Background: an optimization exercise with open tools, aiming at small area and a short achievable clock period. Do not read the settings as production practice.
The RTL was checked by simulation tests, not by an equivalence proof against the original design.
No activity file was given, so power comes from the tool's default toggle rates.

[design/flow/config.mk]
export PLATFORM = sky130hd
export DESIGN_NAME = MIPS
export DESIGN_NICKNAME = MIPS
export VERILOG_FILES = /design/flow/design.v
export SDC_FILE = /design/flow/constraint.sdc
export NUM_CORES = 4
export LEC_CHECK = 0
export CAP_MARGIN = 20
export CORE_MARGIN = 2
export CORE_UTILIZATION = 60
export SETUP_SLACK_MARGIN = 5
export SLEW_MARGIN = 20
[design/flow/design.v]
module MIPS (clk, rst, pc_rom, inst_rom, ram_size, ram_read, ram_write, ram_data, ram_word, ram_adr);
  input clk, rst;
  input [31:0] inst_rom;
  input [31:0] ram_word;
  output [31:0] pc_rom;
  output [1:0] ram_size;
  output ram_read, ram_write;
  output [31:0] ram_data;
  output [31:0] ram_adr;
  reg [31:2] pc_a, pc_b;
  reg        br_q;
  reg [31:0] id_inst;
  reg        id_nop;
  reg [31:2] id_pc;
  reg [31:0] id_selA, id_selB;    
  reg        ex_we, ex_mrd, ex_mwr, ex_ovf;      
  reg [1:0]  ex_msz;
  reg        ex_useimm, ex_sub;
  reg        ex_add, ex_and, ex_or, ex_xor, ex_nor, ex_slt, ex_sll, ex_srl, ex_sra, ex_lui;
  reg [15:0] ex_imm;
  reg [4:0]  ex_rt, ex_wreg;
  reg [31:0] ex_d1, ex_d2;
  reg        ex_fa_m, ex_fb_m;
  reg        mem_we, mem_rd, mem_wr;
  reg [1:0]  mem_sz;
  reg [4:0]  mem_wreg;
  reg [31:0] mem_res, mem_sd;
  reg [31:0] rf [0:31];
  reg [31:0] rf_valid;
  assign ram_size  = mem_sz;
  assign ram_read  = mem_rd;
  assign ram_write = mem_wr;
  assign ram_adr   = mem_res;
  assign ram_data  = mem_sd;
  wire [31:0] mem_data = mem_rd ? ram_word : mem_res;
  wire [31:0] mem_wsel = mem_we ? (32'b1 << mem_wreg) : 32'b0;
  wire [31:0] valid_next = rf_valid | mem_wsel;
  always @(posedge clk) begin
    if (mem_we) rf[mem_wreg] <= mem_data;
  end
  always @(posedge clk or posedge rst) begin
    if (rst) rf_valid <= 32'b0;
    else rf_valid <= valid_next;
  end
  wire [31:0] inst = id_nop ? 32'b0 : id_inst;
  wire [5:0] op = inst[31:26];
  wire [5:0] fn = inst[5:0];
  wire [4:0] rs = inst[25:21];
  wire [4:0] rt = inst[20:16];
  wire [4:0] rd = inst[15:11];
  reg [31:0] rdA, rdB;
  integer j;
  always @* begin
    rdA = 32'b0;
    rdB = 32'b0;
    for (j = 0; j < 32; j = j + 1) begin
      rdA = rdA | ({32{id_selA[j]}} & rf[j]);
      rdB = rdB | ({32{id_selB[j]}} & rf[j]);
    end
  end
  wire [31:0] r0val = rf_valid[0] ? rf[0] : 32'b0;
  wire isR    = op == 6'b000000;
  wire isJ    = op == 6'b000010;
  wire isJAL  = op == 6'b000011;
  wire isBEQ  = op == 6'b000100;
  wire isBNE  = op == 6'b000101;
  wire isADDI = op == 6'b001000 || op == 6'b001001;
  wire isSLTI = op == 6'b001010 || op == 6'b001011;
  wire isANDI = op == 6'b001100;
  wire isORI  = op == 6'b001101;
  wire isLUI  = op == 6'b001111;
  wire isLB   = op == 6'b100000;
  wire isLW   = op == 6'b100011;
  wire isLHU  = op == 6'b100101;
  wire isLBU  = op == 6'b100100;
  wire isSB   = op == 6'b101000;
  wire isSH   = op == 6'b101001;
  wire isSW   = op == 6'b101011;
  wire isLoad  = isLB | isLW | isLHU | isLBU;
  wire isStore = isSB | isSH | isSW;
  wire fSLL  = fn == 6'd0 || fn == 6'd4;
  wire fSRL  = fn == 6'd2 || fn == 6'd6;
  wire fSRA  = fn == 6'd3 || fn == 6'd7;
  wire fADD  = fn == 6'd32 || fn == 6'd33;
  wire fSUB  = fn == 6'd34;
  wire fAND  = fn == 6'd36;
  wire fOR   = fn == 6'd37;
  wire fXOR  = fn == 6'd38;
  wire fNOR  = fn == 6'd39;
  wire fSLT  = fn == 6'd42;
  wire fShamt = fn[5:2] == 4'b0000;    
  wire stall = ex_mrd & ((ex_rt == rs) | (ex_rt == rt));
  wire over;
  wire kill = stall | over;
  wire eq = rdA == rdB;
  wire br = ((isBEQ & eq) | (isBNE & ~eq) | isJ | isJAL) & ~over;
  wire [31:2] target = (isJ | isJAL) ? {id_pc[31:28], inst[25:0]}
                                     : {id_pc[31:16], id_pc[15:2] + inst[13:0]};
  wire [4:0] wreg = isJAL ? 5'd31 : (isR ? rd : rt);
  wire noFwdA = isJAL | (isR & fShamt);
  wire memw = mem_we & (mem_wreg != 5'd0);
  wire byA = memw & (mem_wreg == rs);
  wire byB = memw & (mem_wreg == rt);
  wire [31:3] link_hi = id_pc[31:3] + 29'd1;
  wire [31:0] d1 = isJAL ? {link_hi, id_pc[2], 2'b00}
                 : (isR & fShamt) ? {27'b0, inst[10:6]}
                 : byA ? mem_data : rdA;
  wire [31:0] d2 = byB ? mem_data : id_nop ? r0val : rdB;
  wire exw  = ex_we & ~over & (ex_wreg != 5'd0);
  wire fa_m = ~noFwdA & exw & (ex_wreg == rs);
  wire fb_m = exw & (ex_wreg == rt);
  always @(posedge clk or posedge rst) begin
    if (rst) begin
      ex_we <= 1'b0; ex_mrd <= 1'b0; ex_mwr <= 1'b0; ex_ovf <= 1'b0;
    end else begin
      ex_we  <= ~kill & (isR | isADDI | isSLTI | isANDI | isORI | isLUI | isLoad | isJAL);
      ex_mrd <= ~kill & isLoad;
      ex_mwr <= ~kill & isStore;
      ex_ovf <= ~kill & isR & (fADD & ~fn[0] | fSUB);
    end
  end
  always @(posedge clk) begin
    ex_msz    <= {isLHU | isLBU | isSH, isLB | isLBU | isSB};
    ex_useimm <= isADDI | isSLTI | isANDI | isORI | isLUI | isLoad | isStore | isJAL;
    ex_sub    <= (isR & (fSUB | fSLT)) | isSLTI;
    ex_add    <= (isR & (fADD | fSUB)) | isADDI | isLoad | isStore | isJAL;
    ex_and    <= (isR & fAND) | isANDI;
    ex_or     <= (isR & fOR) | isORI;
    ex_xor    <= isR & fXOR;
    ex_nor    <= isR & fNOR;
    ex_slt    <= (isR & fSLT) | isSLTI;
    ex_sll    <= isR & fSLL;
    ex_srl    <= isR & fSRL;
    ex_sra    <= isR & fSRA;
    ex_lui    <= isLUI;
    ex_imm  <= isJAL ? 16'b0 : inst[15:0];
    ex_rt   <= rt;
    ex_wreg <= wreg;
    ex_d1   <= d1;
    ex_d2   <= d2;
    ex_fa_m <= fa_m;
    ex_fb_m <= fb_m;
  end
  wire [31:2] pc = br_q ? pc_a : pc_b;
  assign pc_rom = {pc, 2'b00};
  always @(posedge clk or posedge rst) begin
    if (rst) begin
      pc_b   <= 30'b0;
      br_q   <= 1'b0;
      id_nop <= 1'b1;
    end else begin
      pc_b   <= stall ? pc : pc + 30'd1;
      br_q   <= ~stall & br;
      if (~stall) id_nop <= br;
    end
  end
  wire [4:0] nrs = stall ? rs : inst_rom[25:21];
  wire [4:0] nrt = stall ? rt : inst_rom[20:16];
  always @(posedge clk) begin
    pc_a    <= target;
    id_pc   <= pc;
    if (~stall) id_inst <= inst_rom;
    id_selA <= (32'b1 << nrs) & valid_next;
    id_selB <= (32'b1 << nrt) & valid_next;
  end
  wire [31:0] op1  = ex_fa_m ? mem_res : ex_d1;
  wire [31:0] op21 = ex_fb_m ? mem_res : ex_d2;
  wire [31:0] op2  = ex_useimm ? {16'b0, ex_imm} : op21;
  wire [31:0] sum = op1 + (op2 ^ {32{ex_sub}}) + {31'b0, ex_sub};
  wire lt = (op1[31] ^ op2[31]) ? op1[31] : sum[31];
  function [31:0] rev32(input [31:0] x);
    integer i;
    for (i = 0; i < 32; i = i + 1) rev32[i] = x[31 - i];
  endfunction
  wire        big  = |op1[31:5];
  wire        fill = ex_sra & op2[31];
  wire [31:0] shin = ex_sll ? rev32(op2) : op2;
  wire signed [32:0] shx = $signed({fill, shin}) >>> op1[4:0];
  wire [31:0] shr  = big ? {32{fill}} : shx[31:0];
  wire [31:0] shres = ex_sll ? rev32(shr) : shr;
  wire [31:0] res = ({32{ex_add}} & sum)
                  | ({32{ex_and}} & (op1 & op2))
                  | ({32{ex_or}}  & (op1 | op2))
                  | ({32{ex_xor}} & (op1 ^ op2))
                  | ({32{ex_nor}} & ~(op1 | op2))
                  | {31'b0, ex_slt & lt}
                  | ({32{ex_sll | ex_srl | ex_sra}} & shres)
                  | ({32{ex_lui}} & {ex_imm, 16'b0});
  assign over = ex_ovf & (op1[31] == op2[31]) & (sum[31] != op1[31]);
  always @(posedge clk or posedge rst) begin
    if (rst) begin
      mem_we <= 1'b0; mem_rd <= 1'b0; mem_wr <= 1'b0;
    end else begin
      mem_we <= ex_we & ~over;
      mem_rd <= ex_mrd;
      mem_wr <= ex_mwr;
    end
  end
  always @(posedge clk) begin
    mem_sz   <= ex_msz;
    mem_wreg <= ex_wreg;
    mem_res  <= res;
    mem_sd   <= op21;
  end
endmodule
[design/flow/constraint.sdc]
create_clock -name core_clock -period 10.0 [get_ports {clk}]
set_input_delay 2.0000 -clock core_clock [delete_from_list [all_inputs] [get_ports {clk}]]
set_output_delay 2.0000 -clock core_clock [all_outputs]
set_load 0.01 [all_outputs]
[design/flow/run.sh]
#!/bin/bash
# synth_recipe.tcl (not shown) runs the flow's synth.tcl, then flattens the netlist and writes it again
# the make line also repeats each setting of config.mk as NAME=value (left out here)
make -C /OpenROAD-flow-scripts/flow DESIGN_CONFIG=/design/flow/config.mk WORK_HOME=/design/flow/orfs CLKGATE_MAP_FILE= SYNTH_SCRIPT=/design/flow/synth_recipe.tcl finish
==> impl_metrics.py, run 1 <==
metrics = {
    "worst_setup_path": {
        "path_cells": "buf_4, a22oi_1, nand4_1, nor4_1, xor2_1, nor4_1, nand4_1, nor4_1, mux2i_1, a21boi_1, o21bai_1",
        "path_buf_inv": 1,
        "start_kind": "register",
        "path_max_fanout": 19,
        "cp.arrival_ns": 5.79,
        "crit_type": "reg2reg",
        "end_kind": "register",
        "cpMostUsedCell": "nor4_1",
        "cpPeakStageDelay_ns": 1.03,
        "critPathTopFamily": "simple AND/OR/NAND/NOR gates",
        "rrSetupSlack_ns": 4.89,
        "slowest_stage": "nor4_1",
        "worstPathRequired_ns": 10.68,
    },
    "synth": {
        "yosysWarnings": 1,
        "ys_seq_elements": 1428,
        "synth_top_area_cell": "edfxtp_1",
        "synthSimpleGateAreaFrac_pct": 8.598,
        "synth_top_family_by_area": "compound AO/OA/AOI/OAI gates",
        "synth-adder-area-share_pct": 2.178,
        "synth_area_mm2": 0.06492,
        "yosysTopAreaCellShare_pct": 48.85,
        "synth-xor-area-share_pct": 2.442,
        "ys_seq_area_share_pct": 60.87,
        "post_synth.cell_area_avg_um2": 12.63,
        "ys_types": 97,
        "synth-compound-area-share_pct": 17.15,
        "synthArstFlopShare_pct": 4.972,
        "synth_ff_type": "edfxtp_1",
        "synthMuxAreaShare_pct": 5.549,
        "yosys-top-cells-area": "edfxtp_1 (49%), a22oi_1 (11%), dfxtp_1 (9.3%), dfrtp_1 (2.7%), nand4_1 (2.3%)",
        "synthCells": 5141,
        "synth_edf_count": 1056,
    },
    "drt": {
        "dr.pass1.iters": 14,
        "drtIter0Drc": 14684,
        "wl_met2_um": 116800,
        "highest_layer": "met5",
        "wl_met1_um": 98950,
        "wl_um": 306100,
        "vias": 57259,
        "viasPerCell": 8.388,
        "routedWlPerCell_um": 44.84,
        "met3_length_um": 59050,
        "drc": 0,
        "ant_nets": 0,
    },
    "power": {
        "p_int_mw": 11.06,
        "clockPowerShare_pct": 36.0,
        "swShare_pct": 29.81,
        "comb_power_share_pct": 18.8,
        "power.density_mw_per_mm2": 214.2,
        "total_power_mw": 15.75,
        "seqPwrFrac_pct": 45.2,
        "ir_drop_mv": 0.2068,
        "p_leak_nw": 25.92,
        "p_sw_mw": 4.696,
    },
    "status": {
        "status": "complete, no violations",
    },
    "floorplan": {
        "die_x_um": 332.9,
        "start_util_pct": 60.55,
        "core-area_mm2": 0.1072,
        "rows": 120,
        "die_y_um": 332.9,
        "dieArea_mm2": 0.1108,
        "num_io_pins": 166,
    },
    "final_layout": {
        "final_layout_size_suffix_gt1_share_pct": 12.75,
        "area_delta_synth_final_pct": 13.28,
        "finalNetCount": 5444,
    },
    "cts": {
        "post_cts_buffers": 0,
        "ctsHoldBuffers": 0,
        "cts_buffers": 146,
        "cts_sinks": 1428,
        "cts.path.max_buffers": 3,
        "cts_tree": "yes",
        "clk_pin_slew_ns": 0.06,
        "clock_latency_ns": 0.79,
        "ctsRootBufferMaster": "clkbuf_16",
        "htreeDepth": 4,
    },
    "timing": {
        "max-slew-margin-rel_pct": 9.625,
        "setup_ws_ns": 4.891,
        "finalSetupViolations": 0,
        "rsz0062_at_grt": "true",
        "tns_ns": 0,
        "slew_viol_final": 0,
        "hold_viol_final": 0,
        "skew_ns": 0.03482,
        "fin_crit_ns": 5.109,
        "holdWs_ns": 0.3272,
        "timing.final.crit_share_pct": 51.09,
        "tightest_slew_ns": 1.341,
        "max_freq_mhz": 195.7,
    },
    "place": {
        "post-place-ws_ns": 4.828,
        "gp_congestion": 1.041,
        "portBuffers": 163,
        "hpwl_um": 179100,
    },
    "global_routing": {
        "grt_pass1_wl_um": 412600,
        "grt_overflow": 0,
        "grt_pass1_vias": 52485,
        "track_usage_pct": 53.90,
        "antenna_found_initial": 22,
        "grt_max_degree": 74,
    },
    "job": {
        "max-cap-violations": 0,
    },
    "hold_path": {
        "hold_class": "reg2reg",
    },
}
==> cells in the mapped netlist (73+ instances only) <==
| cell | count |
|---|---|
| a21oi_1 | 99 |
| a22oi_1 | 975 |
| clkbuf_1 | 293 |
| dfxtp_1 | 301 |
| edfxtp_1 | 1056 |
| ha_1 | 109 |
| inv_1 | 172 |
| mux2_2 | 115 |
| mux2i_1 | 151 |
| nand2_1 | 190 |
| nand3_1 | 84 |
| nand4_1 | 243 |
| nor2_1 | 203 |
| nor3_1 | 107 |
| nor4_1 | 73 |
| o21ai_0 | 113 |
| xnor2_1 | 95 |
| xor2_1 | 86 |
==> registers in the layout (all words and copies together) (netlist names), 30 cells and up <==
register and flops:
id_selB 32, pc_a 30, ex_d1 32, mem_res 32, ex_d2 32, id_inst 32, pc_b 30, rf 1024
mem_sd 32, id_selA 32, id_pc 30, rf_valid 32
==> cell usage in the layout (no fill, tap or decap), drive strengths merged, types with 35 or more instances in the layout <==
cell	Yosys	routed
dfxtp	301	301
a21o	37	37
a221oi	64	64
edfxtp	1056	1056
a22o	35	35
clkinv	4	49
nor4	73	73
dfrtp	70	70
xnor2	95	95
mux2i	160	160
ha	109	109
nand2	191	191
nor2	206	206
xor2	86	86
clkbuf	294	200
o21ai	128	128
mux2	116	116
a21oi	99	99
buf	42	150
nand3	84	84
a22oi	975	975
nand4	243	243
clkdlybuf4s50	0	163
a31oi	39	39
nor3	108	108
inv	174	182
==> power groups by stage <==
stage          sequential (mW)  combinational (mW)  clock (mW)
2_1_floorplan             7.04                1.70           0
3_3_place_gp              7.20                2.77           0
3_5_place_dp              7.21                2.77           0
4_1_cts                   7.08                2.79        5.63
5_1_grt                   7.11                3.06        5.84
6_report                  7.12                2.96        5.68
==> layer usage <==
| metal | track usage (%) | vias up |
|---|---|---|
| li1 | - | 20869 |
| met1 | 67.95 | 27055 |
| met2 | 70.36 | 7049 |
| met3 | 28.51 | 2250 |
| met4 | 37.59 | 36 |
| met5 | 2.475 | - |
==> timing repair <==
item / CTS / global route
pin swaps: 0 / 0
gates resized for setup: 4 / 10
setup endpoints to repair: 11 / 14
==> worst reg2reg max path, cell delays in order, from the launching register on <==
cell,delay (ns)
dfxtp_2,0.64
buf_4,0.49
a22oi_1,0.28
nand4_1,0.13
nor4_1,1.03
xor2_1,0.21
nor4_1,0.44
nand4_1,0.34
nor4_1,0.90
mux2i_1,0.27
a21boi_1,0.09
o21bai_1,0.19
==> cell families after synthesis <==
family                   Yosys count
multiplexers                     304
flip-flops                      1428
XOR/XNOR                         181
buffers and inverters            514
AO/OA/AOI/OAI                   1533
AND/OR/NAND/NOR                 1068
other                              1
adder cells (fa/ha/maj)          112
==> worst paths after layout <==
kind,startpoint,cells past startpoint,to
min,ex_msz[0],0,mem_sz[0]
max reg2reg,id_selA[26],11,id_nop
min reg2reg,ex_msz[0],0,mem_sz[0]
max in group asynchronous,rst,3,mem_rd
min in group asynchronous,rst,3,pc_b[22]
max,id_selA[26],11,id_nop
==> stage by stage <==
step	cell area, um^2	cells	util (%)
6_report	73530	6826	68.59
3_5_place_dp	68410	6520	63.82
3_3_place_gp	68410	6520	63.81
2_1_floorplan	64920	5142	-
5_1_grt	73450	6794	68.52
4_1_cts	73360	6790	68.43
==> layout make-up <==
cell class / instances / area (um^2)
sequential: 1428 / 39610
clock inverter: 70 / 794.5
multi-input combinational: 3200 / 23700
timing repair buffer: 313 / 2766
fill: 7782 / 33670
clock buffer: 200 / 4145
tap: 1403 / 1755
inverter: 178 / 680.7
antenna: 34 / 85.08
==> run 2: changes to the inputs <==
--- a/design/flow/design.v
+++ b/design/flow/design.v
@@ -9,5 +9,5 @@
   output [31:0] ram_adr;
   reg [31:2] pc_a, pc_b;
-  reg        br_q;
+  reg        br_q, nbr_q;          
   reg [31:0] id_inst;
   reg        id_nop;
@@ -16,8 +16,10 @@
   reg        ex_we, ex_mrd, ex_mwr, ex_ovf;      
   reg [1:0]  ex_msz;
-  reg        ex_useimm, ex_sub;
+  reg        ex_sub;
   reg        ex_add, ex_and, ex_or, ex_xor, ex_nor, ex_slt, ex_sll, ex_srl, ex_sra, ex_lui;
-  reg [15:0] ex_imm;
-  reg [4:0]  ex_rt, ex_wreg;
+  reg [31:0] ex_op2x;             
+  reg        ex_fb2;
+  reg [4:0]  ex_wreg;
+  reg        ex_rt_rs, ex_rt_rt, ex_rt_0;   
   reg [31:0] ex_d1, ex_d2;
   reg        ex_fa_m, ex_fb_m;
@@ -90,5 +92,5 @@
   wire fSLT  = fn == 6'd42;
   wire fShamt = fn[5:2] == 4'b0000;    
-  wire stall = ex_mrd & ((ex_rt == rs) | (ex_rt == rt));
+  wire stall = ex_mrd & (id_nop ? ex_rt_0 : (ex_rt_rs | ex_rt_rt));
   wire over;
   wire kill = stall | over;
@@ -120,8 +122,9 @@
     end
   end
+  wire useimm = isADDI | isSLTI | isANDI | isORI | isLUI | isLoad | isStore | isJAL;
+  wire sub    = (isR & (fSUB | fSLT)) | isSLTI;
   always @(posedge clk) begin
     ex_msz    <= {isLHU | isLBU | isSH, isLB | isLBU | isSB};
-    ex_useimm <= isADDI | isSLTI | isANDI | isORI | isLUI | isLoad | isStore | isJAL;
-    ex_sub    <= (isR & (fSUB | fSLT)) | isSLTI;
+    ex_sub    <= sub;
     ex_add    <= (isR & (fADD | fSUB)) | isADDI | isLoad | isStore | isJAL;
     ex_and    <= (isR & fAND) | isANDI;
@@ -134,6 +137,9 @@
     ex_sra    <= isR & fSRA;
     ex_lui    <= isLUI;
-    ex_imm  <= isJAL ? 16'b0 : inst[15:0];
-    ex_rt   <= rt;
+    ex_op2x <= (useimm ? {16'b0, isJAL ? 16'b0 : inst[15:0]} : d2) ^ {32{sub}};
+    ex_fb2  <= fb_m & ~useimm;
+    ex_rt_rs <= rt == inst_rom[25:21];
+    ex_rt_rt <= rt == inst_rom[20:16];
+    ex_rt_0  <= rt == 5'd0;
     ex_wreg <= wreg;
     ex_d1   <= d1;
@@ -142,5 +148,5 @@
     ex_fb_m <= fb_m;
   end
-  wire [31:2] pc = br_q ? pc_a : pc_b;
+  wire [31:2] pc = ({30{br_q}} & pc_a) | ({30{nbr_q}} & pc_b);
   assign pc_rom = {pc, 2'b00};
   always @(posedge clk or posedge rst) begin
@@ -148,8 +154,10 @@
       pc_b   <= 30'b0;
       br_q   <= 1'b0;
+      nbr_q  <= 1'b0;
       id_nop <= 1'b1;
     end else begin
       pc_b   <= stall ? pc : pc + 30'd1;
       br_q   <= ~stall & br;
+      nbr_q  <= stall | ~br;
       if (~stall) id_nop <= br;
     end
@@ -166,7 +174,9 @@
   wire [31:0] op1  = ex_fa_m ? mem_res : ex_d1;
   wire [31:0] op21 = ex_fb_m ? mem_res : ex_d2;
-  wire [31:0] op2  = ex_useimm ? {16'b0, ex_imm} : op21;
-  wire [31:0] sum = op1 + (op2 ^ {32{ex_sub}}) + {31'b0, ex_sub};
-  wire lt = (op1[31] ^ op2[31]) ? op1[31] : sum[31];
+  wire [31:0] op2x = ex_fb2 ? (mem_res ^ {32{ex_sub}}) : ex_op2x;
+  wire [31:0] op2  = op2x;           
+  wire        op2s = op2x[31] ^ ex_sub;
+  wire [31:0] sum = op1 + op2x + {31'b0, ex_sub};
+  wire lt = (op1[31] ^ op2s) ? op1[31] : sum[31];
   function [31:0] rev32(input [31:0] x);
     integer i;
@@ -186,6 +196,6 @@
                   | {31'b0, ex_slt & lt}
                   | ({32{ex_sll | ex_srl | ex_sra}} & shres)
-                  | ({32{ex_lui}} & {ex_imm, 16'b0});
-  assign over = ex_ovf & (op1[31] == op2[31]) & (sum[31] != op1[31]);
+                  | ({32{ex_lui}} & {op2[15:0], 16'b0});
+  assign over = ex_ovf & (op1[31] == op2s) & (sum[31] != op1[31]);
   always @(posedge clk or posedge rst) begin
     if (rst) begin
==> design/flow/flow/run.sh (new file) <==
#!/bin/bash
# Layout flow: the standard ORFS flow (standard.sh) with two changes:
# repair_timing aims for 6 ns of setup slack (the clock and constraints are
# unchanged), and the port buffers are buf_4 cells.
set -euo pipefail
bash standard.sh SETUP_SLACK_MARGIN=6 "BUFFER_PORTS_ARGS=-buffer_cell sky130_fd_sc_hd__buf_4" finish > flow.log 2>&1
==> design/flow/standard.sh (new file) <==
#!/bin/bash
# synth_recipe.tcl (not shown) runs the flow's synth.tcl, then flattens the netlist and writes it again
# the make line also repeats each setting of config.mk as NAME=value (left out here)
make -C /OpenROAD-flow-scripts/flow DESIGN_CONFIG=/design/flow/config.mk WORK_HOME=/design/flow/orfs CLKGATE_MAP_FILE= SYNTH_SCRIPT=/design/flow/synth_recipe.tcl "${@:-finish}"
--- a/design/flow/config.mk
+++ b/design/flow/config.mk
@@ -9,4 +9,5 @@
 export CORE_MARGIN = 2
 export CORE_UTILIZATION = 60
-export SETUP_SLACK_MARGIN = 5
+export CTS_CLUSTER_DIAMETER = 80
+export CTS_CLUSTER_SIZE = 24
 export SLEW_MARGIN = 20
removed: design/flow/run.sh
==> impl_metrics.py, run 2 <==
metrics = {
    "timing": {
        "fin_crit_ns": 4.197,
        "tightest_slew_ns": 1.292,
        "hold_viol_final": 0,
        "finalSetupViolations": 0,
        "skew_ns": 0.07933,
        "max-slew-margin-rel_pct": 12.92,
        "tns_ns": 0,
        "timing.final.crit_share_pct": 41.97,
        "rsz0062_at_grt": "true",
        "max_freq_mhz": 238.2,
        "slew_viol_final": 0,
        "setup_ws_ns": 5.803,
    },
    "synth": {
        "synthCells": 5274,
        "yosysTopAreaCellShare_pct": 48.79,
        "synth_most_common_cell": "edfxtp_1",
        "yosysWarnings": 1,
        "synth_ff_type": "edfxtp_1",
        "synth_edf_count": 1056,
        "yosys-top-cells-area": "edfxtp_1 (49%), a22oi_1 (12%), dfxtp_1 (9.7%), dfrtp_1 (2.7%), nand4_1 (2.3%)",
        "synthArstFlopShare_pct": 4.990,
        "synth_area_mm2": 0.06499,
        "ys_types": 90,
        "synth_common_cells": "edfxtp_1 (1056), a22oi_1 (1003), dfxtp_1 (315)",
        "ys_seq_elements": 1443,
        "post_synth.cell_area_avg_um2": 12.32,
        "synth_top_area_cell": "edfxtp_1",
        "ys_seq_area_share_pct": 61.27,
    },
    "drt": {
        "vias": 57485,
        "wl_um": 308800,
        "dr.pass1.iters": 17,
        "viasPerCell": 8.387,
        "drtIter0Drc": 14569,
        "routedWlPerCell_um": 45.06,
        "drc": 0,
        "ant_nets": 0,
    },
    "worst_setup_path": {
        "worstSetupEndpoint": "id_nop",
        "end_kind": "register",
        "r2r-end": "id_nop",
        "cp.arrival_ns": 4.85,
        "worstPathRequired_ns": 10.65,
        "crit_start": "id_selA[27]",
        "path_max_fanout": 17,
        "reg2reg_depth": 11,
        "regToRegStartpoint": "id_selA[27]",
        "rrSetupSlack_ns": 5.80,
        "crit_type": "reg2reg",
        "start_kind": "register",
    },
    "final_layout": {
        "regMostFlops": "rf",
        "final_area_mm2": 0.07195,
        "area_delta_synth_final_pct": 10.70,
        "final_layout_size_suffix_gt1_share_pct": 15.41,
        "final_cell_mix": "edfxtp_1 (1056), a22oi_1 (992), buf_4 (353), nand2_1 (273), nand4_1 (242)",
        "largest_register_ffs": 1024,
        "finalNetCount": 5544,
        "layout_commonest_cell": "edfxtp_1",
    },
    "hold_path": {
        "min_path_cells": 0,
        "hold_class": "reg2reg",
    },
    "place": {
        "gp_congestion": 1.052,
        "portBuffers": 163,
        "dpl_cell_area_mm2": 0.06807,
        "hpwl_um": 177200,
        "post-place-ws_ns": 4.382,
    },
    "cts": {
        "ctsRootBufferMaster": "clkbuf_16",
        "cts_tree": "yes",
        "clock_latency_ns": 0.73,
        "clk_pin_slew_ns": 0.10,
        "cts_buffers": 75,
        "cts.path.max_buffers": 3,
        "cts_sinks": 1443,
        "htreeDepth": 3,
    },
    "global_routing": {
        "track_usage_pct": 53.96,
        "grt_pass1_vias": 52410,
        "grt_max_degree": 73,
        "grt_overflow": 0,
        "antenna_found_initial": 21,
        "grt_pass1_wl_um": 413200,
    },
    "power": {
        "p_leak_nw": 24.98,
        "comb_power_share_pct": 23.0,
        "swShare_pct": 32.35,
        "p_int_mw": 9.464,
        "seqPwrFrac_pct": 52.1,
        "power.density_mw_per_mm2": 194.4,
        "clockPowerShare_pct": 25.0,
        "ir_drop_mv": 0.1749,
        "p_sw_mw": 4.525,
    },
    "floorplan": {
        "die_y_um": 333.1,
        "die_x_um": 333.1,
        "rows": 120,
        "start_util_pct": 60.63,
        "num_io_pins": 166,
        "core-area_mm2": 0.1072,
        "dieArea_mm2": 0.1110,
    },
    "status": {
        "status": "complete, no violations",
    },
    "job": {
        "max-cap-violations": 0,
    },
}
run 2: cell type report:
class | count | area [um^2]
Antenna cell | 19 | 47.55
Clock buffer | 100 | 2023
Clock inverter | 13 | 198.9
Fill cell | 7994 | 35250
Inverter | 174 | 675.6
Multi-Input combinational cell | 3317 | 24090
Sequential cell | 1443 | 39940
Tap cell | 1403 | 1755
Timing Repair Buffer | 384 | 3217
Timing Repair inverter | 1 | 5.005
run 2: routing by layer:
layer	wire, um	track usage [%]	part of all wire, %
met1	99330	68.14	32
met2	117100	70.81	38
met3	61770	28.31	20
met4	30080	37.35	9.7
met5	547	1.129	0.18
run 2: how the worst min path moves through the flow:
stage	from	endpoint	slack (ns)
after floorplan	ex_msz[0]	mem_sz[0]	0.31
after global placement	ex_msz[0]	mem_sz[0]	0.32
after detailed placement	ex_msz[0]	mem_sz[0]	0.32
after CTS	ex_msz[0]	mem_sz[0]	0.34
after global routing	ex_msz[0]	mem_sz[0]	0.35
final	ex_msz[0]	mem_sz[0]	0.34
run 2: cells by family after synthesis:
group / Yosys count / synth area share, %
AND/OR/NAND/NOR: 1164 / 9.000
multiplexers: 210 / 3.700
buffers and inverters: 517 / 3.190
adder cells (fa/ha/maj): 83 / 1.629
flip-flops: 1443 / 61.27
AO/OA/AOI/OAI: 1659 / 18.49
XOR/XNOR: 197 / 2.724
other: 1 / 0.005770
run 2: metrics by stage:
step                      instances  power, mW  utilization (%)  hold slack [ns]
after global placement         6642      10.20            63.48           0.3182
final                          6854      13.99            67.12           0.3426
after CTS                      6782      13.61            66.12           0.3430
after global routing           6836      14.23            67.08           0.3518
after floorplan                5275      8.948                -           0.3096
after detailed placement       6643      10.23            63.49           0.3225
run 2: timing repair:
action	in CTS	in global routing
gates cloned	5	5
buffers inserted	21	43
hold buffers	0	0
resized for setup	61	97
setup endpoints to repair	139	77
pin swaps	7	23
run 2: worst max-delay path, stage by stage, from the launching register on:
cell,delay (ns)
dfxtp_2,0.61
buf_4,0.48
a221oi_1,0.39
nand3_1,0.11
or4_1,0.65
xnor2_2,0.38
nand4_1,0.36
nor4_2,0.38
buf_4,0.23
mux2i_1,0.24
o211ai_2,0.12
nand2_1,0.11
run 2: power groups by stage:
stage | registers [mW] | clock network (mW) | logic, mW
finish | 7.28 | 3.50 | 3.21
global route | 7.29 | 3.63 | 3.32
CTS | 7.25 | 3.44 | 2.92
detailed placement | 7.38 | 0 | 2.84
global placement | 7.37 | 0 | 2.82
floorplan | 7.21 | 0 | 1.74
==> run 3: changes to the inputs <==
--- a/design/flow/design.v
+++ b/design/flow/design.v
@@ -14,5 +14,10 @@
   reg [31:2] id_pc;
   reg [31:0] id_selA, id_selB;    
-  reg        ex_we, ex_mrd, ex_mwr, ex_ovf;      
+  reg        ex_we_r, ex_mrd_r, ex_mwr_r, ex_ovf_r;  
+  reg        ex_okill;           
+  wire ex_we  = ex_we_r  & ~ex_okill;
+  wire ex_mrd = ex_mrd_r & ~ex_okill;
+  wire ex_mwr = ex_mwr_r & ~ex_okill;
+  wire ex_ovf = ex_ovf_r & ~ex_okill;
   reg [1:0]  ex_msz;
   reg        ex_sub;
@@ -94,7 +99,9 @@
   wire stall = ex_mrd & (id_nop ? ex_rt_0 : (ex_rt_rs | ex_rt_rt));
   wire over;
-  wire kill = stall | over;
   wire eq = rdA == rdB;
-  wire br = ((isBEQ & eq) | (isBNE & ~eq) | isJ | isJAL) & ~over;
+  wire jmp = isJ | isJAL;
+  wire tEQ = ~over & (jmp | isBEQ);    
+  wire tNE = ~over & (jmp | isBNE);    
+  wire br  = eq ? tEQ : tNE;
   wire [31:2] target = (isJ | isJAL) ? {id_pc[31:28], inst[25:0]}
                                      : {id_pc[31:16], id_pc[15:2] + inst[13:0]};
@@ -114,10 +121,12 @@
   always @(posedge clk or posedge rst) begin
     if (rst) begin
-      ex_we <= 1'b0; ex_mrd <= 1'b0; ex_mwr <= 1'b0; ex_ovf <= 1'b0;
+      ex_we_r <= 1'b0; ex_mrd_r <= 1'b0; ex_mwr_r <= 1'b0; ex_ovf_r <= 1'b0;
+      ex_okill <= 1'b0;
     end else begin
-      ex_we  <= ~kill & (isR | isADDI | isSLTI | isANDI | isORI | isLUI | isLoad | isJAL);
-      ex_mrd <= ~kill & isLoad;
-      ex_mwr <= ~kill & isStore;
-      ex_ovf <= ~kill & isR & (fADD & ~fn[0] | fSUB);
+      ex_we_r  <= ~stall & (isR | isADDI | isSLTI | isANDI | isORI | isLUI | isLoad | isJAL);
+      ex_mrd_r <= ~stall & isLoad;
+      ex_mwr_r <= ~stall & isStore;
+      ex_ovf_r <= ~stall & isR & (fADD & ~fn[0] | fSUB);
+      ex_okill <= over;
     end
   end
@@ -158,7 +167,7 @@
     end else begin
       pc_b   <= stall ? pc : pc + 30'd1;
-      br_q   <= ~stall & br;
-      nbr_q  <= stall | ~br;
-      if (~stall) id_nop <= br;
+      br_q   <= eq ? ~stall & tEQ : ~stall & tNE;
+      nbr_q  <= eq ? stall | ~tEQ : stall | ~tNE;
+      id_nop <= eq ? (stall ? id_nop : tEQ) : (stall ? id_nop : tNE);
     end
   end
==> impl_metrics.py, run 3 <==
metrics = {
    "floorplan": {
        "die_y_um": 332.8,
        "rows": 120,
        "num_io_pins": 166,
        "start_util_pct": 60.49,
        "core-area_mm2": 0.1072,
        "die_x_um": 332.8,
        "dieArea_mm2": 0.1107,
    },
    "drt": {
        "vias": 57687,
        "wl_um": 310400,
        "routedWlPerCell_um": 45.53,
        "viasPerCell": 8.462,
        "dr.pass1.iters": 15,
        "drc": 0,
        "ant_nets": 0,
        "drtIter0Drc": 15179,
    },
    "global_routing": {
        "grt_pass1_wl_um": 416700,
        "track_usage_pct": 54.53,
        "grt_pass1_vias": 52525,
        "grt_max_degree": 74,
        "grt_overflow": 0,
        "antenna_found_initial": 20,
    },
    "job": {
        "max-cap-violations": 0,
    },
    "cts": {
        "cts_tree": "yes",
        "ctsRootBufferMaster": "clkbuf_16",
        "clock_latency_ns": 0.75,
        "htreeDepth": 3,
        "cts.path.max_buffers": 3,
        "clk_pin_slew_ns": 0.10,
        "cts_sinks": 1444,
        "cts_buffers": 74,
    },
    "timing": {
        "tightest_slew_ns": 1.365,
        "finalSetupViolations": 0,
        "slew_viol_final": 0,
        "max_freq_mhz": 241.0,
        "rsz0062_at_grt": "true",
        "max-slew-margin-rel_pct": 8.017,
        "tns_ns": 0,
        "holdWs_ns": 0.3348,
        "hold_viol_final": 0,
        "timing.final.crit_share_pct": 41.49,
        "fin_crit_ns": 4.149,
        "skew_ns": 0.06428,
    },
    "synth": {
        "ys_types": 91,
        "synthArstFlopShare_pct": 5.055,
        "synth_common_cells": "edfxtp_1 (1056), a22oi_1 (983), dfxtp_1 (315)",
        "ys_seq_area_share_pct": 61.44,
        "synth_area_mm2": 0.06485,
        "synth_most_common_cell": "edfxtp_1",
        "yosysTopAreaCellShare_pct": 48.90,
        "synth_ff_type": "edfxtp_1",
        "yosys-top-cells-area": "edfxtp_1 (49%), a22oi_1 (11%), dfxtp_1 (9.7%), dfrtp_1 (2.8%), nand4_1 (2.3%)",
        "yosysWarnings": 1,
        "synth_top_area_cell": "edfxtp_1",
        "synthCells": 5266,
        "ys_seq_elements": 1444,
        "synth_edf_count": 1056,
        "post_synth.cell_area_avg_um2": 12.31,
    },
    "place": {
        "portBuffers": 163,
        "hpwl_um": 180600,
        "gp_congestion": 1.039,
    },
    "worst_setup_path": {
        "start_kind": "register",
        "crit_type": "reg2reg",
        "end_kind": "register",
        "cp.arrival_ns": 4.74,
        "worstPathRequired_ns": 10.60,
        "path_max_fanout": 20,
    },
    "hold_path": {
        "hold_class": "reg2reg",
    },
    "power": {
        "ir_drop_mv": 0.1943,
        "power.density_mw_per_mm2": 190.5,
        "p_leak_nw": 24.81,
        "total_power_mw": 13.66,
    },
    "final_layout": {
        "largest_register_ffs": 1024,
        "layout_commonest_cell": "edfxtp_1",
        "finalNetCount": 5511,
        "area_delta_synth_final_pct": 10.57,
        "final_cell_mix": "edfxtp_1 (1056), a22oi_1 (971), buf_4 (328), nand2_1 (297), nand4_1 (241)",
        "final_layout_size_suffix_gt1_share_pct": 15.57,
        "regMostFlops": "rf",
    },
    "status": {
        "status": "complete, no violations",
    },
}
==> run 3: final cells by class <==
type | count | area, um^2
repair buffers | 375 | 3242
clock inverters | 15 | 225.2
inverters | 152 | 583.1
fillers | 8019 | 35500
flip-flops and latches | 1444 | 39980
clock buffers | 100 | 1992
well taps | 1403 | 1755
diodes | 12 | 30.03
multi-input cells | 3314 | 23890
repair inverters | 2 | 10.01
==> run 3: worst max-delay path, stage by stage, from the launching register on <==
cell and delay [ns]:
dfxtp_2 0.80, buf_4 0.67, a22oi_1 0.21, nand4_1 0.17, nor4_1 0.08, buf_4 0.18, xnor2_1 0.22, nand4_1 0.14
nor2_2 0.37, nand3_1 0.25, nor2_4 0.24, xnor2_1 0.14, a21oi_1 0.12, or3_1 0.37
==> run 3: kinds of logic (layout without fill, tap and decap cells) <==
| family | after synthesis | count (layout) | synth area share [%] |
|---|---|---|---|
| AND/OR/NAND/NOR | 1187 | 1187 | 9.165 |
| XOR/XNOR | 203 | 203 | 2.753 |
| multiplexers | 214 | 214 | 3.849 |
| flip-flops | 1444 | 1444 | 61.44 |
| buffers and inverters | 509 | 644 | 3.085 |
| other | 1 | 14 | 0.005783 |
| AO/OA/AOI/OAI | 1625 | 1625 | 18.07 |
| adder cells (fa/ha/maj) | 83 | 83 | 1.634 |
==> run 3: final timing paths <==
check | start | end | slack, ns | cells after the start
setup / recovery | id_selA[6] | nbr_q | 5.85 | 13
hold / removal | ex_msz[0] | mem_sz[0] | 0.33 | 0
setup reg to reg | id_selA[6] | nbr_q | 5.85 | 13
hold reg to reg | ex_msz[0] | mem_sz[0] | 0.33 | 0
max in group asynchronous | rst | mem_rd | 7.95 | 3
min in group asynchronous | rst | pc_b[17] | 1.47 | 3
==> run 3: routing by layer <==
metal  part of all wire, %  track usage (%)
met3                    20            29.91
met4                    10            37.93
met1                    32            69.35
met2                    37            70.00
met5                  0.12           0.7382
==> run 3: where the power goes <==
part / total, mW / internal (mW) / switching [mW]
sequential: 7.17 / 6.84 / 0.332
clock: 3.49 / 1.47 / 2.03
combinational: 2.99 / 1.01 / 1.99
==> run 3: timing repair <==
item,CTS,global route
setup buffers,28,22
setup endpoints to repair,55,25
hold buffers,0,0
gates resized for setup,87,81
gates cloned,10,3
hold endpoints to repair,0,0
pin swaps,15,12
==> run 3: metrics by stage <==
stage / instance area (um^2) / util (%) / instances / worst slack, ns
floorplan: 64900 / - / 5267 / 6.037
global placement: 67960 / 63.39 / 6625 / 4.821
detailed placement: 67970 / 63.40 / 6626 / 4.769
CTS: 71030 / 66.26 / 6779 / 5.945
global route: 71670 / 66.86 / 6805 / 5.976
finish: 71700 / 66.88 / 6817 / 5.851
==> run 4: changes to the inputs <==
==> design/flow/flow/run.sh (replaced) <==
#!/bin/bash
# Layout flow: the standard ORFS flow (standard.sh) with two changes:
# repair_timing aims for 6.3 ns of setup slack (the clock and constraints are
# unchanged), and the port buffers are buf_4 cells.
set -euo pipefail
bash standard.sh SETUP_SLACK_MARGIN=6.3 "BUFFER_PORTS_ARGS=-buffer_cell sky130_fd_sc_hd__buf_4" finish > flow.log 2>&1
==> impl_metrics.py, run 4 <==
metrics = {
    "final_layout": {
        "layout_commonest_cell": "edfxtp_1",
        "largest_register_ffs": 1024,
        "finalNetCount": 5555,
        "post-route-util_pct": 68.00,
        "area_delta_synth_final_pct": 12.41,
        "regMostFlops": "rf",
        "instances_no_fill": 6868,
        "final_cell_mix": "edfxtp_1 (1056), a22oi_1 (965), buf_4 (355), nand2_1 (295), nand4_1 (241)",
        "final_layout_size_suffix_gt1_share_pct": 18.09,
        "fillers": 7911,
    },
    "timing": {
        "timing.final.crit_share_pct": 41.28,
        "slew_viol_final": 0,
        "tns_ns": 0,
        "max_freq_mhz": 242.3,
        "max-slew-margin-rel_pct": 17.17,
        "finalSetupViolations": 0,
        "hold_viol_final": 0,
        "tightest_slew_ns": 1.229,
        "fin_crit_ns": 4.128,
        "holdWs_ns": 0.3608,
        "rsz0062_at_grt": "true",
        "skew_ns": 0.06180,
    },
    "power": {
        "p_int_mw": 9.418,
        "total_power_mw": 13.83,
        "clockPowerShare_pct": 25.5,
        "comb_power_share_pct": 22.7,
        "power.density_mw_per_mm2": 189.7,
        "ir_drop_mv": 0.1858,
        "swShare_pct": 31.89,
        "p_sw_mw": 4.409,
        "p_leak_nw": 25.20,
        "seqPwrFrac_pct": 51.9,
    },
    "synth": {
        "synthArstFlopShare_pct": 5.055,
        "yosysTopAreaCellShare_pct": 48.90,
        "ys_types": 91,
        "synth_common_cells": "edfxtp_1 (1056), a22oi_1 (983), dfxtp_1 (315)",
        "post_synth.cell_area_avg_um2": 12.31,
        "synth_area_mm2": 0.06485,
        "synth_most_common_cell": "edfxtp_1",
        "synth_ff_type": "edfxtp_1",
        "yosys-top-cells-area": "edfxtp_1 (49%), a22oi_1 (11%), dfxtp_1 (9.7%), dfrtp_1 (2.8%), nand4_1 (2.3%)",
        "ys_seq_area_share_pct": 61.44,
        "synth_edf_count": 1056,
        "synth_top_area_cell": "edfxtp_1",
        "synthCells": 5266,
        "ys_seq_elements": 1444,
        "yosysWarnings": 1,
    },
    "global_routing": {
        "grt_max_degree": 74,
        "antenna_found_initial": 17,
        "track_usage_pct": 54.84,
        "grt_pass1_wl_um": 419400,
        "grt_pass1_vias": 53020,
        "grt_overflow": 0,
    },
    "worst_setup_path": {
        "cp.arrival_ns": 4.72,
        "path_cells": "buf_4, a22oi_1, nand4_1, nor4_1, xnor2_1, nand4_1, nor2_1, nand3_1, nor2_4, xnor2_1, a21oi_1, or3_1",
        "path_max_fanout": 19,
        "crit_type": "reg2reg",
        "cpPeakStageDelay_ns": 0.65,
        "worstPathRequired_ns": 10.59,
        "start_kind": "register",
        "slowest_stage": "nor4_1",
        "end_kind": "register",
    },
    "drt": {
        "drc": 0,
        "viasPerCell": 8.388,
        "ant_nets": 0,
        "wl_um": 311300,
        "vias": 57609,
        "dr.pass1.iters": 12,
        "drtIter0Drc": 15306,
        "routedWlPerCell_um": 45.32,
    },
    "place": {
        "hpwl_um": 174600,
        "gp_congestion": 1.037,
        "place_inst": 6623,
        "portBuffers": 163,
    },
    "job": {
        "max-cap-violations": 0,
    },
    "floorplan": {
        "die_x_um": 332.8,
        "die_y_um": 332.8,
        "start_util_pct": 60.49,
        "dieArea_mm2": 0.1107,
        "num_io_pins": 166,
        "core-area_mm2": 0.1072,
        "rows": 120,
    },
    "cts": {
        "clk_pin_slew_ns": 0.10,
        "cts.path.max_buffers": 3,
        "cts_sinks": 1444,
        "cts_tree": "yes",
        "clock_latency_ns": 0.76,
        "ctsHoldBuffers": 0,
        "cts_buffers": 74,
        "ctsRootBufferMaster": "clkbuf_16",
        "htreeDepth": 3,
    },
    "status": {
        "status": "complete, no violations",
    },
    "hold_path": {
        "hold_class": "reg2reg",
    },
}
[run 4: cell counts after synthesis]
No cell type changed its count.
[run 4: per-stage QoR]
step,worst slack (ns),cell area (um^2)
floorplan,6.186,64990
global placement,4.321,67990
detailed placement,4.350,68020
CTS,6.171,71830
global route,6.046,72850
finish,5.872,72900
[run 4: area by class of cell]
| cell class | instances | area, um^2 | share of cell area (%) |
|---|---|---|---|
| flip-flops and latches | 1444 | 40020 | 54.90 |
| multi-input cells | 3316 | 24560 | 33.69 |
| repair buffers | 417 | 3656 | 5.015 |
| clock buffers | 99 | 2041 | 2.799 |
| well taps | 1403 | 1755 | 2.408 |
| inverters | 152 | 604.3 | 0.8290 |
| clock inverters | 14 | 193.9 | 0.2660 |
| diodes | 21 | 52.55 | 0.07209 |
| repair inverters | 2 | 10.01 | 0.01373 |
[run 4: power by group through the flow]
stage / Sequential (mW) / Clock (mW) / Combinational, mW
after global placement: 7.26 / 0 / 2.62
after CTS: 7.14 / 3.46 / 2.83
after floorplan: 7.11 / 0 / 1.61
final: 7.18 / 3.52 / 3.13
after global routing: 7.18 / 3.65 / 3.22
after detailed placement: 7.26 / 0 / 2.63
[run 4: repair_timing]
| action | 4_1_cts | 5_1_grt |
|---|---|---|
| gates resized for setup | 181 | 157 |
| endpoints found under the setup margin | 171 | 134 |
| setup buffers | 59 | 40 |
| pin swaps | 38 | 34 |
| cloned | 11 | 1 |
[run 4: cell families after synthesis]
group                    synth area share [%]
AO/OA/AOI/OAI                           18.07
AND/OR/NAND/NOR                         9.165
multiplexers                            3.849
other                                0.005783
adder cells (fa/ha/maj)                 1.634
buffers and inverters                   3.085
flip-flops                              61.44
XOR/XNOR                                2.753
[run 4: worst paths after layout]
check,start,endpoint,slack [ns],depth (start not counted)
min in group asynchronous,rst,pc_b[31],1.51,3
worst min register to register,ex_msz[0],mem_sz[0],0.36,0
worst min-delay path,ex_msz[0],mem_sz[0],0.36,0
worst max-delay path,id_selB[22],nbr_q,5.87,12
max in group asynchronous,rst,mem_rd,7.93,3
worst max register to register,id_selB[22],nbr_q,5.87,12
[run 4: per-layer routing]
| metal | track usage, % | part of all wire [%] | vias up |
|---|---|---|---|
| li1 | - | - | 21125 |
| met1 | 68.30 | 31 | 26922 |
| met2 | 71.78 | 38 | 7233 |
| met3 | 29.24 | 20 | 2306 |
| met4 | 39.87 | 11 | 23 |
| met5 | 1.303 | 0.11 | - |
[run 4: worst max-delay path: cells and delay by family, from the launching register on]
family          cells  cell delay [ns]
compound gates      2             0.37
xor+xnor            2             0.38
buf+inv             1             0.43
flops               1             0.55
simple gates        7             2.24
==> run 5: changes to the inputs <==
--- a/design/flow/design.v
+++ b/design/flow/design.v
@@ -24,5 +24,5 @@
   reg        ex_add, ex_and, ex_or, ex_xor, ex_nor, ex_slt, ex_sll, ex_srl, ex_sra, ex_lui;
   reg [31:0] ex_op2x;             
-  reg        ex_fb2;
+  reg        ex_fb2p, ex_fb2n, ex_fb2d;    
   reg [4:0]  ex_wreg;
   reg        ex_rt_rs, ex_rt_rt, ex_rt_0;   
@@ -147,5 +147,7 @@
     ex_lui    <= isLUI;
     ex_op2x <= (useimm ? {16'b0, isJAL ? 16'b0 : inst[15:0]} : d2) ^ {32{sub}};
-    ex_fb2  <= fb_m & ~useimm;
+    ex_fb2p <= fb_m & ~useimm & ~sub;
+    ex_fb2n <= fb_m & ~useimm & sub;
+    ex_fb2d <= ~(fb_m & ~useimm);
     ex_rt_rs <= rt == inst_rom[25:21];
     ex_rt_rt <= rt == inst_rom[20:16];
@@ -183,5 +185,5 @@
   wire [31:0] op1  = ex_fa_m ? mem_res : ex_d1;
   wire [31:0] op21 = ex_fb_m ? mem_res : ex_d2;
-  wire [31:0] op2x = ex_fb2 ? (mem_res ^ {32{ex_sub}}) : ex_op2x;
+  wire [31:0] op2x = ({32{ex_fb2p}} & mem_res) | ({32{ex_fb2n}} & ~mem_res) | ({32{ex_fb2d}} & ex_op2x);
   wire [31:0] op2  = op2x;           
   wire        op2s = op2x[31] ^ ex_sub;
==> design/flow/flow/run.sh (replaced) <==
#!/bin/bash
# Layout flow: the standard ORFS flow (standard.sh) with two changes:
# repair_timing aims for 6 ns of setup slack (the clock and constraints are
# unchanged), and the port buffers are buf_4 cells.
set -euo pipefail
bash standard.sh SETUP_SLACK_MARGIN=6 "BUFFER_PORTS_ARGS=-buffer_cell sky130_fd_sc_hd__buf_4" finish > flow.log 2>&1
==> impl_metrics.py, run 5 <==
metrics = {
    "floorplan": {
        "die_x_um": 332.9,
        "rows": 120,
        "start_util_pct": 60.55,
        "dieArea_mm2": 0.1108,
        "core-area_mm2": 0.1072,
        "num_io_pins": 166,
        "die_y_um": 332.9,
    },
    "timing": {
        "hold_viol_final": 0,
        "fin_crit_ns": 4.235,
        "max-slew-margin-rel_pct": 11.74,
        "skew_ns": 0.04363,
        "timing.final.crit_share_pct": 42.35,
        "setup_ws_ns": 5.765,
        "tns_ns": 0,
        "slew_viol_final": 0,
        "tightest_slew_ns": 1.310,
        "rsz0062_at_grt": "true",
        "finalSetupViolations": 0,
        "max_freq_mhz": 236.2,
    },
    "worst_setup_path": {
        "reg2reg_depth": 11,
        "regToRegStartpoint": "id_selB[26]",
        "crit_start": "id_selB[26]",
        "worstPathRequired_ns": 10.64,
        "start_kind": "register",
        "crit_type": "reg2reg",
        "path_max_fanout": 19,
        "end_kind": "register",
        "cp.arrival_ns": 4.87,
        "rrSetupSlack_ns": 5.77,
        "worstSetupEndpoint": "id_nop",
        "r2r-end": "id_nop",
    },
    "synth": {
        "ys_seq_area_share_pct": 61.45,
        "synthArstFlopShare_pct": 5.048,
        "yosysWarnings": 1,
        "yosys-top-cells-area": "edfxtp_1 (49%), a22oi_1 (12%), dfxtp_1 (9.8%), dfrtp_1 (2.8%), nand4_1 (2.3%)",
        "synth_edf_count": 1056,
        "synth_most_common_cell": "edfxtp_1",
        "ys_types": 87,
        "synth_top_area_cell": "edfxtp_1",
        "ys_seq_elements": 1446,
        "synth_common_cells": "edfxtp_1 (1056), a22oi_1 (1003), dfxtp_1 (317)",
        "synthCells": 5189,
        "post_synth.cell_area_avg_um2": 12.51,
        "yosysTopAreaCellShare_pct": 48.85,
        "synth_ff_type": "edfxtp_1",
        "synth_area_mm2": 0.06491,
    },
    "final_layout": {
        "final_cell_mix": "edfxtp_1 (1056), a22oi_1 (998), buf_4 (303), nand2_1 (261), nand4_1 (242)",
        "layout_commonest_cell": "edfxtp_1",
        "fillers": 8027,
        "finalNetCount": 5402,
        "regMostFlops": "rf",
        "multiInputGateArea_mm2": 0.02376,
        "post-route-util_pct": 66.45,
        "instances_no_fill": 6732,
        "largest_register_ffs": 1024,
        "final_layout_size_suffix_gt1_share_pct": 14.68,
        "regArea_mm2": 0.04002,
        "area_delta_synth_final_pct": 9.758,
    },
    "drt": {
        "drc": 0,
        "vias": 57391,
        "dr.pass1.iters": 14,
        "viasPerCell": 8.525,
        "wl_um": 307500,
        "drtIter0Drc": 14443,
        "routedWlPerCell_um": 45.67,
        "ant_nets": 0,
    },
    "cts": {
        "clock_latency_ns": 0.72,
        "cts.path.max_buffers": 3,
        "cts_sinks": 1446,
        "cts_tree": "yes",
        "ctsHoldBuffers": 0,
        "clk_pin_slew_ns": 0.10,
        "ctsRootBufferMaster": "clkbuf_16",
        "htreeDepth": 3,
        "cts_buffers": 73,
    },
    "power": {
        "power.density_mw_per_mm2": 190.3,
        "p_leak_nw": 24.74,
        "ir_drop_mv": 0.2166,
        "total_power_mw": 13.56,
    },
    "hold_path": {
        "hold_class": "reg2reg",
    },
    "global_routing": {
        "grtUsageMet1_pct": 68.55,
        "grt_pass1_vias": 51653,
        "grt_max_degree": 64,
        "track_usage_pct": 54.02,
        "antenna_found_initial": 27,
        "grtUsageMet3_pct": 27.82,
        "grt_overflow": 0,
        "met2_usage_pct": 70.42,
        "top_usage_layer": "met2",
        "grt_pass1_wl_um": 414000,
    },
    "place": {
        "hpwl_um": 177500,
        "post-place-ws_ns": 4.702,
        "portBuffers": 163,
        "place_inst": 6540,
        "gp_congestion": 1.085,
    },
    "job": {
        "max-cap-violations": 0,
    },
    "status": {
        "status": "complete, no violations",
    },
}
[run 5: kinds of logic after synthesis]
kind of cell,count (synthesis),synth area share [%]
DFF,1446,61.45
xor gates and xnor gates,165,2.226
other,1,0.005777
and+or+nand+nor,1160,9.124
muxes,232,4.397
AOI/OAI and AO/OA,1590,18.02
adders and majority gates,83,1.631
buffers and inverters,512,3.152
[run 5: metrics by stage]
stage,instance area (um^2),hold slack [ns]
after floorplan,64910,0.3096
after global placement,67840,0.3103
after detailed placement,67840,0.3136
after CTS,70360,0.3350
after global routing,71190,0.3416
final,71240,0.3293
[run 5: where the power goes]
part           internal, mW  switching, mW  total [mW]
registers              6.87          0.308        7.18
clock network          1.45           2.00        3.46
logic                  1.01           1.91        2.92
[run 5: cell type report]
type	instances	area share, %
flip-flops and latches	1446	56.18
multi-input cells	3232	33.35
repair buffers	337	3.939
clock buffers	114	2.870
well taps	1403	2.464
inverters	162	0.8781
clock inverters	12	0.2266
diodes	24	0.08430
repair inverters	2	0.01405
[run 5: timing repair]
action,CTS,global route
setup buffers,4,31
gates cloned,4,3
gates resized for setup,50,110
endpoints found under the setup margin,76,53
pin swaps,1,19
[run 5: routing by layer]
layer	vias up	routed length (um)
met4	26	32400
met3	2266	59610
met5	-	431
met2	7213	115700
li1	20816	-
met1	27070	99370
[run 5: critical path, cell delays in order, from the launching register on]
cell,delay (ns)
dfxtp_4,0.54
buf_4,0.40
a22oi_1,0.23
nand4_1,0.19
nor4_2,0.58
xor2_1,0.23
nor4_1,0.45
nand4_1,0.39
nor4_4,0.54
mux2i_1,0.15
a211o_1,0.37
nand2_1,0.07
[run 5: how the worst min path moves through the flow]
| stage | startpoint | to | slack [ns] | cells after the start |
|---|---|---|---|---|
| 2_1_floorplan | ex_msz[0] | mem_sz[0] | 0.31 | 0 |
| 3_3_place_gp | ex_msz[0] | mem_sz[0] | 0.31 | 0 |
| 3_5_place_dp | ex_msz[0] | mem_sz[0] | 0.31 | 0 |
| 4_1_cts | ex_msz[0] | mem_sz[0] | 0.34 | 0 |
| 5_1_grt | ex_msz[0] | mem_sz[0] | 0.34 | 0 |
| 6_report | ex_msz[1] | mem_sz[1] | 0.33 | 0 |
==> run 6: changes to the inputs <==
--- a/design/flow/design.v
+++ b/design/flow/design.v
@@ -24,5 +24,5 @@
   reg        ex_add, ex_and, ex_or, ex_xor, ex_nor, ex_slt, ex_sll, ex_srl, ex_sra, ex_lui;
   reg [31:0] ex_op2x;             
-  reg        ex_fb2p, ex_fb2n, ex_fb2d;    
+  reg        ex_fb2;
   reg [4:0]  ex_wreg;
   reg        ex_rt_rs, ex_rt_rt, ex_rt_0;   
@@ -147,7 +147,5 @@
     ex_lui    <= isLUI;
     ex_op2x <= (useimm ? {16'b0, isJAL ? 16'b0 : inst[15:0]} : d2) ^ {32{sub}};
-    ex_fb2p <= fb_m & ~useimm & ~sub;
-    ex_fb2n <= fb_m & ~useimm & sub;
-    ex_fb2d <= ~(fb_m & ~useimm);
+    ex_fb2  <= fb_m & ~useimm;
     ex_rt_rs <= rt == inst_rom[25:21];
     ex_rt_rt <= rt == inst_rom[20:16];
@@ -185,5 +183,5 @@
   wire [31:0] op1  = ex_fa_m ? mem_res : ex_d1;
   wire [31:0] op21 = ex_fb_m ? mem_res : ex_d2;
-  wire [31:0] op2x = ({32{ex_fb2p}} & mem_res) | ({32{ex_fb2n}} & ~mem_res) | ({32{ex_fb2d}} & ex_op2x);
+  wire [31:0] op2x = ex_fb2 ? (mem_res ^ {32{ex_sub}}) : ex_op2x;
   wire [31:0] op2  = op2x;           
   wire        op2s = op2x[31] ^ ex_sub;
==> design/flow/flow/run.sh (replaced) <==
#!/bin/bash
# Layout flow: the standard ORFS flow (standard.sh) with three changes:
# repair_timing aims for 6 ns of setup slack (the clock and constraints are
# unchanged), the port buffers are buf_4 cells, and the flow's parasitic
# estimates use flow/rc.tcl (the platform's wire RC, scaled up).
set -euo pipefail
bash standard.sh SETUP_SLACK_MARGIN=6 "BUFFER_PORTS_ARGS=-buffer_cell sky130_fd_sc_hd__buf_4" "LAYER_PARASITICS_FILE=$PWD/flow/rc.tcl" finish > flow.log 2>&1
==> design/flow/flow/rc.tcl (new file) <==
set_layer_rc -layer li1 -capacitance 0.000187375 -resistance 0.10764
set_layer_rc -layer met1 -capacitance 0.000215469 -resistance 0.00133935
set_layer_rc -layer met2 -capacitance 0.000170291 -resistance 0.00133935
set_layer_rc -layer met3 -capacitance 0.000268703 -resistance 0.00023505
set_layer_rc -layer met4 -capacitance 0.00018516 -resistance 0.00023505
set_layer_rc -layer met5 -capacitance 0.000192609 -resistance 2.6715e-05
# end correlate

set_layer_rc -via mcon -resistance 0.0138737
set_layer_rc -via via -resistance 0.00675
set_layer_rc -via via2 -resistance 0.00505318
set_layer_rc -via via3 -resistance 0.000564953
set_layer_rc -via via4 -resistance 8.7e-06

set_wire_rc -signal -layer met1
set_wire_rc -clock -layer met3
==> impl_metrics.py, run 6 <==
metrics = {
    "synth": {
        "synth_top_area_cell": "edfxtp_1",
        "synthArstFlopShare_pct": 5.055,
        "yosys-top-cells-area": "edfxtp_1 (49%), a22oi_1 (11%), dfxtp_1 (9.7%), dfrtp_1 (2.8%), nand4_1 (2.3%)",
        "yosysWarnings": 1,
        "synth_ff_type": "edfxtp_1",
        "synthCells": 5266,
        "post_synth.cell_area_avg_um2": 12.31,
        "ys_types": 91,
        "ys_seq_elements": 1444,
        "synth_edf_count": 1056,
        "synth_most_common_cell": "edfxtp_1",
        "synth_common_cells": "edfxtp_1 (1056), a22oi_1 (983), dfxtp_1 (315)",
        "synth_area_mm2": 0.06485,
        "ys_seq_area_share_pct": 61.44,
        "yosysTopAreaCellShare_pct": 48.90,
    },
    "cts": {
        "cts.path.max_buffers": 3,
        "htreeDepth": 3,
        "clock_latency_ns": 0.75,
        "cts_buffers": 75,
        "cts_tree": "yes",
        "ctsRootBufferMaster": "clkbuf_16",
        "clk_pin_slew_ns": 0.09,
        "ctsHoldBuffers": 0,
        "cts_sinks": 1444,
    },
    "drt": {
        "drc": 0,
        "vias": 58570,
        "ant_nets": 0,
        "drtIter0Drc": 15154,
        "wl_um": 315500,
        "viasPerCell": 8.463,
        "routedWlPerCell_um": 45.59,
        "dr.pass1.iters": 17,
    },
    "floorplan": {
        "start_util_pct": 60.49,
        "die_x_um": 332.8,
        "rows": 120,
        "core-area_mm2": 0.1072,
        "die_y_um": 332.8,
        "num_io_pins": 166,
        "dieArea_mm2": 0.1107,
    },
    "timing": {
        "tightest_slew_ns": 1.122,
        "max-slew-margin-rel_pct": 25.20,
        "max_freq_mhz": 247.8,
        "timing.final.crit_share_pct": 40.35,
        "slew_viol_final": 0,
        "hold_viol_final": 0,
        "finalSetupViolations": 0,
        "fin_crit_ns": 4.035,
        "rsz0062_at_grt": "true",
        "skew_ns": 0.04719,
        "tns_ns": 0,
    },
    "final_layout": {
        "fillers": 7774,
        "regMostFlops": "rf",
        "layout_commonest_cell": "edfxtp_1",
        "final_area_mm2": 0.07350,
        "final_cell_mix": "edfxtp_1 (1056), a22oi_1 (966), buf_4 (381), nand2_1 (295), nand4_1 (241)",
        "area_delta_synth_final_pct": 13.35,
        "final_layout_size_suffix_gt1_share_pct": 18.57,
        "largest_register_ffs": 1024,
        "finalNetCount": 5603,
    },
    "status": {
        "status": "complete, no violations",
    },
    "worst_setup_path": {
        "crit_type": "reg2reg",
        "cpPeakStageDelay_ns": 0.77,
        "worstPathRequired_ns": 10.60,
        "path_cells": "buf_4, a22oi_1, nand4_1, nor4_4, xnor2_1, nand4_1, nor2_4, nand3_2, nor2_4, xnor2_1, a21oi_1, or3_1",
        "rrSetupSlack_ns": 5.96,
        "path_max_fanout": 21,
        "start_kind": "register",
        "cp.arrival_ns": 4.63,
        "slowest_stage": "dfxtp_2",
        "end_kind": "register",
    },
    "global_routing": {
        "top_usage_layer": "met2",
        "met2_usage_pct": 70.97,
        "grt_pass1_vias": 52839,
        "track_usage_pct": 55.32,
        "grt_overflow": 0,
        "grt_pass1_wl_um": 421900,
        "grtUsageMet1_pct": 69.77,
        "grtUsageMet3_pct": 30.47,
        "antenna_found_initial": 22,
        "grt_max_degree": 50,
    },
    "place": {
        "dpl_cell_area_mm2": 0.06823,
        "gp_congestion": 1.036,
        "portBuffers": 163,
        "hpwl_um": 183900,
    },
    "power": {
        "power.density_mw_per_mm2": 189.3,
        "p_leak_nw": 25.60,
        "ir_drop_mv": 0.2907,
    },
    "hold_path": {
        "hold_class": "reg2reg",
    },
    "job": {
        "max-cap-violations": 0,
    },
}
## run 6: cell count changes after synthesis, sizes merged, moves of 22 or more
cell and delta:
a21oi +64, a221o -30, mux2i -22, nand2 +34, nor2 +23, nor2b -22, o21ai +22, xnor2 +43
## run 6: worst paths after layout
path                                      to        from  cells past startpoint
worst min register to register     mem_sz[1]   ex_msz[1]                      0
max in group asynchronous       rf_valid[14]         rst                      3
worst max register to register         nbr_q  id_selA[5]                     12
worst min-delay path               mem_sz[1]   ex_msz[1]                      0
min in group asynchronous           pc_b[17]         rst                      2
worst max-delay path                   nbr_q  id_selA[5]                     12
## run 6: layout make-up
cell class / count / area (um^2) / area share (%)
sequential: 1444 / 40020 / 54.44
multi-input combinational: 3314 / 24580 / 33.43
timing repair buffer: 468 / 4270 / 5.810
clock buffer: 98 / 2006 / 2.729
tap: 1403 / 1755 / 2.388
inverter: 152 / 588.1 / 0.8000
clock inverter: 17 / 230.2 / 0.3132
antenna: 25 / 62.56 / 0.08511
## run 6: critical path: cells and delay by family, from the launching register on
| kind | cells | cell delay, ns |
|---|---|---|
| AND/OR/NAND/NOR | 7 | 1.56 |
| AO/OA/AOI/OAI | 2 | 0.31 |
| XOR/XNOR | 2 | 0.54 |
| flip-flops | 1 | 0.77 |
| buffers and inverters | 1 | 0.65 |
## run 6: stage by stage
| step | power [mW] | instances | hold slack, ns | utilization [%] | worst slack [ns] |
|---|---|---|---|---|---|
| final | 13.91 | 6921 | 0.3364 | 68.57 | 5.965 |
| after global routing | 14.72 | 6901 | 0.3481 | 68.52 | 5.777 |
| after CTS | 13.93 | 6834 | 0.3364 | 67.13 | 5.871 |
| after detailed placement | 9.910 | 6653 | 0.3150 | 63.64 | 4.500 |
| after global placement | 10.16 | 6650 | 0.3212 | 63.57 | 4.074 |
| after floorplan | 8.714 | 5267 | 0.3096 | - | 6.037 |
## run 6: repair_timing
item | CTS | global route
gates resized for setup | 155 | 207
setup buffers | 56 | 52
pin swaps | 25 | 53
cloned | 10 | 4
setup endpoints to repair | 71 | 68
## run 6: power by group
| part | internal (mW) | switching (mW) |
|---|---|---|
| Combinational | 1.15 | 2.08 |
| Sequential | 6.84 | 0.329 |
| Clock | 1.47 | 2.05 |
| Total | 9.45 | 4.46 |
## run 6: cells by family (layout without fill, tap and decap cells)
group,Yosys count,count (layout),synth area share [%]
compound gates,1625,1625,18.07
xor+xnor,203,203,2.753
fa+ha+maj,83,83,1.634
buf+inv,509,735,3.085
flops,1444,1444,61.44
mux,214,214,3.849
other cells,1,27,0.005783
simple gates,1187,1187,9.165
## run 6: metal layers
layer / share of wire (%) / vias up
li1: - / 21216
met1: 32 / 27571
met2: 38 / 7428
met3: 20 / 2329
met4: 10 / 26
met5: 0.11 / -

port drivers added, routing unchanged:
No port has a modelled driver above. Below, the same layouts with a new extraction and two added sets of constraints.
Step 1 (the two cells are an assumption about what drives the block):
set clk [get_ports {clk}]
set_driving_cell -lib_cell sky130_fd_sc_hd__clkbuf_16 $clk
set_driving_cell -lib_cell sky130_fd_sc_hd__buf_2 [delete_from_list [all_inputs] $clk]
Step 2 adds t to the input delays and takes it off the output delays; t is the mean of the earliest and latest rising clock arrival at the registers after step 1. Input paths then give back, and output paths get back, about the clock's delay inside the block.
Three values: no drivers, after step 1, after step 2; two values: the first two.
run	t, ns	slack for setup (ns)	latest minus earliest clock arrival (ns)	worst data-port slew with drivers (ns)
run 1	0.857	4.891 / 4.891 / 4.891	0.039 / 0.039	0.08
run 2	0.782	5.803 / 5.803 / 5.370	0.087 / 0.087	0.10
run 3	0.794	5.851 / 5.851 / 5.443	0.064 / 0.065	0.09
run 4	0.798	5.872 / 5.872 / 5.653	0.078 / 0.079	0.06
run 5	0.788	5.765 / 5.765 / 5.485	0.050 / 0.050	0.24
After both steps every run listed still meets setup and hold. For run 2, which loses most, drivers alone change the setup slack by 0.000 ns; drivers and shift together by -0.433 ns.
